Source: an optimization exercise on an open RTL-to-GDS flow (aim: small area). Production flows keep margins and buffers that such runs may drop.
No functional check of the RTL was part of this run.
Power figures rest on the tool's default switching activity, not on a simulated workload.

**flow/flow/run.sh**
```bash
#!/bin/bash
# Standard layout, except that the port buffers use the smallest buffer cell.
set -euo pipefail
export BUFFER_PORTS_ARGS="-buffer_cell sky130_fd_sc_hd__buf_1"
bash standard.sh > standard_flow.log 2>&1
```
**flow/standard.sh**
```bash
#!/bin/bash
# synth_recipe.tcl (not shown) runs the flow's synth.tcl, then flattens the netlist and writes it again
# the make line also repeats each setting of config.mk as NAME=value (left out here)
make -C /OpenROAD-flow-scripts/flow DESIGN_CONFIG=/design/flow/config.mk WORK_HOME=/design/flow/orfs CLKGATE_MAP_FILE= SYNTH_SCRIPT=/design/flow/synth_recipe.tcl "${@:-finish}"
```
**flow/config.mk**
```make
export PLATFORM = sky130hd
export DESIGN_NAME = router_5p
export DESIGN_NICKNAME = router_5p
export VERILOG_FILES = /design/flow/design.v
export SDC_FILE = /design/flow/constraint.sdc
export NUM_CORES = 4
export LEC_CHECK = 0
export CAP_MARGIN = 20
export CORE_MARGIN = 2
export CORE_UTILIZATION = 40
export PLACE_DENSITY = 0.6
export SLEW_MARGIN = 20
```
**flow/constraint.sdc**
```tcl
create_clock -name core_clock -period 5.0 [get_ports {clk}]
set_input_delay 1.0000 -clock core_clock [delete_from_list [all_inputs] [get_ports {clk}]]
set_output_delay 1.0000 -clock core_clock [all_outputs]
set_load 0.01 [all_outputs]
```
**flow/design.v**
```verilog
module FIFO_Buffer
(input clk, rst,
 input [7:0] Data_in,
 input val, grant,
 output ret,
 output [7:0] head,    
 output v              
 );
reg [7:0] m0, m1, m2, m3;
reg [1:0] p_reg;       
reg       r_reg;       
reg [1:0] wr;
reg       full, nempty, v_reg;
wire [1:0] p_inc  = {p_reg[0], ~p_reg[1]};
wire [1:0] rd     = r_reg ? p_inc : p_reg;
wire [1:0] rd_inc = {rd[0], ~rd[1]};
wire [1:0] wr_inc = {wr[0], ~wr[1]};
wire write = val & ~full;
wire read  = nempty & grant;
always @(posedge clk)
	if (write)
		case (wr)
			2'b00: m0 <= Data_in;
			2'b01: m1 <= Data_in;
			2'b11: m2 <= Data_in;
			default: m3 <= Data_in;
		endcase
always @(posedge clk, posedge rst)
	if (rst) begin
		p_reg <= 2'b00; r_reg <= 1'b0; wr <= 2'b00;
		full <= 1'b0; nempty <= 1'b0; v_reg <= 1'b0;
	end else begin
		p_reg <= rd;
		r_reg <= read;
		v_reg <= nempty;
		if (write) wr <= wr_inc;
		if (read & ~write) begin
			full <= 1'b0;
			nempty <= (rd_inc != wr);
		end
		if (write & ~read) begin
			nempty <= 1'b1;
			full <= (wr_inc == rd);
		end
	end
assign head = (p_reg == 2'b00) ? m0 : (p_reg == 2'b01) ? m1 : (p_reg == 2'b11) ? m2 : m3;
assign v = v_reg;
assign ret = full;
endmodule
module block_input
(input [1:0] X_cur, Y_cur,
 input [3:0] addr,
 output [4:0] req
 );
wire [1:0] xd = addr[1:0];
wire [1:0] yd = addr[3:2];
wire xe = (xd == X_cur);
assign req[0] = xe & (yd == Y_cur);
assign req[1] = (xd > X_cur);
assign req[2] = (xd < X_cur);
assign req[3] = xe & (yd > Y_cur);
assign req[4] = xe & (yd < Y_cur);
endmodule
module switch
(input clk, rst,
 input [1:0] X_cur, Y_cur,
 input [7:0] In_L, In_N, In_E, In_S, In_W,
 input [4:0] v,                  
 input [4:0] full,               
 output [4:0] grant,
 output [7:0] Out_L, Out_N, Out_E, Out_S, Out_W
 );
reg [2:0] count;
reg [2:0] sel [0:4];             
reg [4:0] gnt;
function [4:0] dec;              
	input [2:0] c;
	dec = {c[2] & ~c[1], c[1] & ~c[0], c[2] & c[0], ~c[2] & c[1], ~c[1] & c[0]};
endfunction
wire [7:0] In [0:4];
assign In[0] = In_L; assign In[1] = In_N; assign In[2] = In_E; assign In[3] = In_S; assign In[4] = In_W;
wire [4:0] cp = dec(count);
wire [3:0] addr = ({4{cp[0]}} & In_L[3:0]) | ({4{cp[1]}} & In_N[3:0]) | ({4{cp[2]}} & In_E[3:0]) |
                  ({4{cp[3]}} & In_S[3:0]) | ({4{cp[4]}} & In_W[3:0]);
wire rv = |(cp & v);
wire [4:0] rq;                   
block_input RT(.X_cur(X_cur), .Y_cur(Y_cur), .addr(addr), .req(rq));
wire [4:0] hit = {5{rv}} & {rq[2], rq[4], rq[1], rq[3], rq[0]};
wire [4:0] ds [0:4];             
wire [4:0] dsT [0:4];            
genvar o, p;
generate
	for (o = 0; o < 5; o = o + 1) begin : g_dec
		assign ds[o] = dec(sel[o]);
		for (p = 0; p < 5; p = p + 1) begin : g_p
			assign dsT[p][o] = ds[o][p];
		end
	end
endgenerate
wire [4:0] keep = ~full & ~hit;
wire       hnew = |(hit & ~full);
wire [4:0] gnt_n;
generate
	for (p = 0; p < 5; p = p + 1) begin : g_gnt
		assign gnt_n[p] = rv & ((cp[p] & hnew) | (|(keep & dsT[p])));
	end
endgenerate
always @(posedge clk, posedge rst)
	if (rst) begin
		count <= 3'b001;
		gnt <= 0;
		sel[0] <= 0; sel[1] <= 0; sel[2] <= 0; sel[3] <= 0; sel[4] <= 0;
	end else begin
		count <= {count[1:0], ~(count[2] & count[1])};
		gnt <= gnt_n;
		sel[0] <= hit[0] ? count : {3{rv}} & sel[0];
		sel[1] <= hit[1] ? count : {3{rv}} & sel[1];
		sel[2] <= hit[2] ? count : {3{rv}} & sel[2];
		sel[3] <= hit[3] ? count : {3{rv}} & sel[3];
		sel[4] <= hit[4] ? count : {3{rv}} & sel[4];
	end
assign grant = gnt;
wire [7:0] Out [0:4];
generate
	for (o = 0; o < 5; o = o + 1) begin : g_out
		wire [4:0] e = ds[o] & v;
		assign Out[o] = ({8{e[0]}} & In[0]) | ({8{e[1]}} & In[1]) | ({8{e[2]}} & In[2]) |
		                ({8{e[3]}} & In[3]) | ({8{e[4]}} & In[4]);
	end
endgenerate
assign Out_L = Out[0]; assign Out_N = Out[1]; assign Out_E = Out[2]; assign Out_S = Out[3]; assign Out_W = Out[4];
endmodule
module router_5p
(input clk,rst,
 input [1:0] X_address , Y_address,
 input [7:0]Data_in_L, Data_in_N, Data_in_S, Data_in_E, Data_in_W,
 output [7:0]Data_out_L, Data_out_N, Data_out_S, Data_out_E, Data_out_W,
 input val_in_L, val_in_N, val_in_S, val_in_E, val_in_W,
 output ret_in_L, ret_in_N, ret_in_S, ret_in_E, ret_in_W,
 input ret_out_L, ret_out_N, ret_out_S, ret_out_E, ret_out_W,
 output val_out_L, val_out_N, val_out_S, val_out_E, val_out_W
    );
wire [7:0] In_L, In_N, In_E, In_S, In_W;
wire [4:0] v, grant;    
FIFO_Buffer INPUT_L(.clk(clk), .rst(rst), .Data_in(Data_in_L), .val(val_in_L), .grant(grant[0]), .ret(ret_in_L), .head(In_L), .v(v[0]));
FIFO_Buffer INPUT_N(.clk(clk), .rst(rst), .Data_in(Data_in_N), .val(val_in_N), .grant(grant[1]), .ret(ret_in_N), .head(In_N), .v(v[1]));
FIFO_Buffer INPUT_E(.clk(clk), .rst(rst), .Data_in(Data_in_E), .val(val_in_E), .grant(grant[2]), .ret(ret_in_E), .head(In_E), .v(v[2]));
FIFO_Buffer INPUT_S(.clk(clk), .rst(rst), .Data_in(Data_in_S), .val(val_in_S), .grant(grant[3]), .ret(ret_in_S), .head(In_S), .v(v[3]));
FIFO_Buffer INPUT_W(.clk(clk), .rst(rst), .Data_in(Data_in_W), .val(val_in_W), .grant(grant[4]), .ret(ret_in_W), .head(In_W), .v(v[4]));
switch SW(.clk(clk), .rst(rst), .X_cur(X_address), .Y_cur(Y_address),
	.In_L(In_L), .In_N(In_N), .In_E(In_E), .In_S(In_S), .In_W(In_W),
	.v(v), .full({ret_out_W, ret_out_S, ret_out_E, ret_out_N, ret_out_L}), .grant(grant),
	.Out_L(Data_out_L), .Out_N(Data_out_N), .Out_E(Data_out_E), .Out_S(Data_out_S), .Out_W(Data_out_W));
assign val_out_L = ~ret_out_L & (|Data_out_L);
assign val_out_N = ~ret_out_N & (|Data_out_N);
assign val_out_E = ~ret_out_E & (|Data_out_E);
assign val_out_S = ~ret_out_S & (|Data_out_S);
assign val_out_W = ~ret_out_W & (|Data_out_W);
endmodule
```
==> impl_results.md <==
- Initial antenna violation count: 0
- Vias/cell: 6.09
- Fmax: 214 MHz
- Primary FF master, synth: edfxtp_1
- Critical path cell sequence: mux2i_1 > o22ai_1 > a2111oi_0 > nand2_1 > nor4_1 > a21oi_1 > buf_1
- Critical path class: reg -> out
- Final min period: 4.67 ns
- Placed insts: 1376
- Syn Inst Count: 921
- Delay-heaviest family, CP: multiplexers
- GPL Wtd Cong: 0.967
- Most common cell after layout, fill and taps aside: edfxtp_1
- Area Overhead vs Synth: 14.4%
- Synthesis-stage register bit count: 223
- Postcts setup bufs: 0
- First-pass GRT wire length: 52600 um
- Post-synth EDFFs: 160
- Area of the multi-input gates: 0.00436 sq mm
- Setup TNS: 0 ns
- Num CTS Buffers: 25
- Antenna-violating nets left: 0
- Reg area: 0.00638 sq mm
- CP Launch Type: flip-flop
- Hold Crit Class: reg -> reg
- Final setup fails: 0
- Post-synthesis async set-or-reset flop share: 28.3%
- Worst clock skew: 0.0162 ns
- VDD IR-drop max: 350 uV
- Crit share post-route: 93.3%
- Clock H-tree levels: 1
- Initial Util: 40.3%
- Status: no timing/DRC/antenna violations
- Clock latency (worst-skew pair): 0.54 ns
- Proportion of layout cells with a drive suffix above 1: 10.3%
- GRT overflow: 0
- Max_cap viols: 0
- Synth area leader: edfxtp_1
- Die area: 0.0292 sq mm
- RSZ-0062 raised after global routing: false
- Clock sinks: 223
- Distinct cells, synth: 60
- Antenna cells: 0
- Vias in the first global route: 8345
- Leak Pwr: 4.69 nW
- Core region area: 0.0276 sq mm
- # rows: 61
- Residual DRC count: 0
- CP bufs+invs: 1
- Avg Inst Size Synth: 12.1 sq um
- Post-Syn Nets: 986
- Max FO, Critical Path: 14
- Critical path capture point type: output pin
- Number of flip-flops in the largest register: 15
- Ys Warns: 3
- Largest reg by FF count: SW.sel
- Total Wirelength: 35000 um
- Worst slew pin tran: 1.15 ns
- CTS tree: yes
- Dpl hpwl: 26200 um
- CP arrival: 3.67 ns
- Top-area cell type share of the netlist area: 43.1%
- Pwr Density: 715 mW/mm^2
- Critical path data required time: 4.00 ns
- CP max stage delay: 0.95 ns
- Commonest non-fill, non-tap cells in the layout: edfxtp_1, buf_1, nand2_1
- Post-Place Setup Slack: 0.880 ns
- Final cell count without fillers: 1423
- Nets: 1091
- Post-Syn Area: 0.0111 sq mm
- Fin worst setup slack: 0.334 ns
- I/O Pins: 106
- Final Hold Viols: 0
- Vias: 8663
- Hold_buf cts: 0
- Die W: 171 um
- Post-DR wirelength/cell: 24.6 um
- Slew HR: 22.7%
- Largest net degree at the start of global routing: 34
- CP max stage cell: mux2i_1
- GRT Overall Usage: 24.2%
- Buffers on Ports: 105
- Root buf cell: clkbuf_16
- Clock buffer depth: 3
- Part of the Yosys area used for sequential elements: 57.3%
- Pre-antenna DRT Iters: 5
- CTS clock-pin slew for the worst setup and hold paths: 0.07 ns
- Die height: 171 um
- Top cells by area, synth: edfxtp_1, dfrtp_1, mux2i_1, mux4_2, o22ai_1
- FILL cells: 2590
- Max-slew violation count: 0
- Initial DRC Count: 998
- Post-CTS resize count: 0
path summary, 6_finish.rpt:
| kind | start | to | slack (ns) | cells past startpoint |
|---|---|---|---|---|
| min in group asynchronous | rst | SW.sel[2][0]$_DFF_PP0_ | 0.59 | 2 |
| worst min register to register | INPUT_N.nempty$_DFFE_PP0P_ | INPUT_N.v_reg$_DFF_PP0_ | 0.40 | 0 |
| worst min-delay path | INPUT_N.nempty$_DFFE_PP0P_ | INPUT_N.v_reg$_DFF_PP0_ | 0.40 | 0 |
| max in group asynchronous | rst | INPUT_L.r_reg$_DFF_PP0_ | 3.49 | 3 |
| worst max-delay path | INPUT_S.p_reg[0]$_DFF_PP0_ | val_out_N | 0.33 | 7 |
| worst max register to register | INPUT_S.p_reg[0]$_DFF_PP0_ | SW.gnt[1]$_DFF_PP0_ | 0.82 | 12 |
cell type report:
type | count | share of cell area, %
clock buffer | 32 | 5.35
tap | 378 | 3.71
multi-input combinational | 608 | 34.2
sequential | 223 | 50.1
inverter | 36 | 1.06
clock inverter | 14 | 0.884
timing repair buffer | 132 | 4.68
metal layers:
layer | global-route usage, % | wire, um
met2 | 36.2 | 15200
met1 | 34.4 | 14700
met4 | 10.4 | 1620
met5 | 0 | 0
met3 | 5.07 | 3430
synthesized netlist by cell type, drive strengths merged, types with 2 or more instances:
cell,n
a2111oi,3
a211oi,25
a21o,2
a21oi,19
a221o,7
a221oi,14
a22oi,37
a311oi,2
a31oi,6
a32oi,13
and2,11
and3,12
buf,21
clkbuf,33
dfrtp,62
edfxtp,160
ha,9
inv,36
mux2,13
mux2i,58
mux4,20
nand2,94
nand2b,10
nand3,18
nand3b,3
nand4,4
nand4b,12
nand4bb,10
nor2,57
nor2b,19
nor3,12
nor3b,4
nor4,11
nor4b,2
o2111a,2
o211ai,2
o21a,3
o21ai,14
o22ai,63
xnor2,5
xor2,5
worst register-to-register path, cell delays in order (launching register included):
cell      delay (ns)
dfrtp_1         0.79
mux2i_1         0.97
nand2_1         0.12
a32oi_1         0.23
a21oi_1         0.09
a21oi_1         0.16
ha_1            0.15
and2_1          0.22
o211ai_1        0.36
nand2b_1        0.28
a31oi_1         0.35
a311oi_1        0.17
a31oi_1         0.21
report_power, final:
| group | internal (mW) | switching (mW) |
|---|---|---|
| sequential | 2.47 | 0.540 |
| combinational | 1.52 | 2.81 |
| clock | 1.02 | 0.748 |
| total | 5.01 | 4.10 |
per-stage QoR:
| step | hold WS (ns) | util, % | total power, mW | instance area (sq um) |
|---|---|---|---|---|
| final | 0.395 | 46.1 | 9.11 | 12700 |
| after global routing | 0.410 | 46.1 | 9.58 | 12700 |
| after CTS | 0.396 | 46.1 | 9.04 | 12700 |
| after detailed placement | 0.382 | 43.2 | 7.25 | 11900 |
| after global placement | 0.382 | 43.2 | 7.22 | 11900 |
| after floorplan | 0.374 | - | 5.63 | 11100 |
cell families after synthesis:
kind of cell / count (synthesis) / share of synthesized area (%)
buffers and inverters: 90 / 3.58
flip-flops: 223 / 57.3
AO/OA/AOI/OAI: 216 / 13.7
adder cells (fa/ha/maj): 9 / 1.01
multiplexers: 91 / 10.6
XOR/XNOR: 10 / 0.786
AND/OR/NAND/NOR: 282 / 13.0

-- afterwards: timing with drivers on the ports --
The results above use ideal ports. As a check the final layout listed here was re-extracted and re-timed, cells and wires unchanged.
Step 1: set_driving_cell puts a clkbuf_16 on clk and a buf_2 on each other input, an assumption about the parent block.
Step 2, shift: input delay + t, output delay - t, t = (earliest + latest rising clock arrival at the registers) / 2. This alone moves slack from input paths to output paths.
Slacks: ideal / step 1 / step 2; pairs: ideal / step 1.
t, ns: 0.580
slack for setup (ns): 0.334 / 0.282 / 0.825
latest minus earliest clock arrival (ns): 0.016 / 0.016
worst register clock-pin slew, ns: 0.07 / 0.07
cell pins on the clock port's net: 1
After both steps this run still meets setup and hold. The setup slack of this run moves by -0.052 ns with the drivers and by +0.491 ns with both steps.
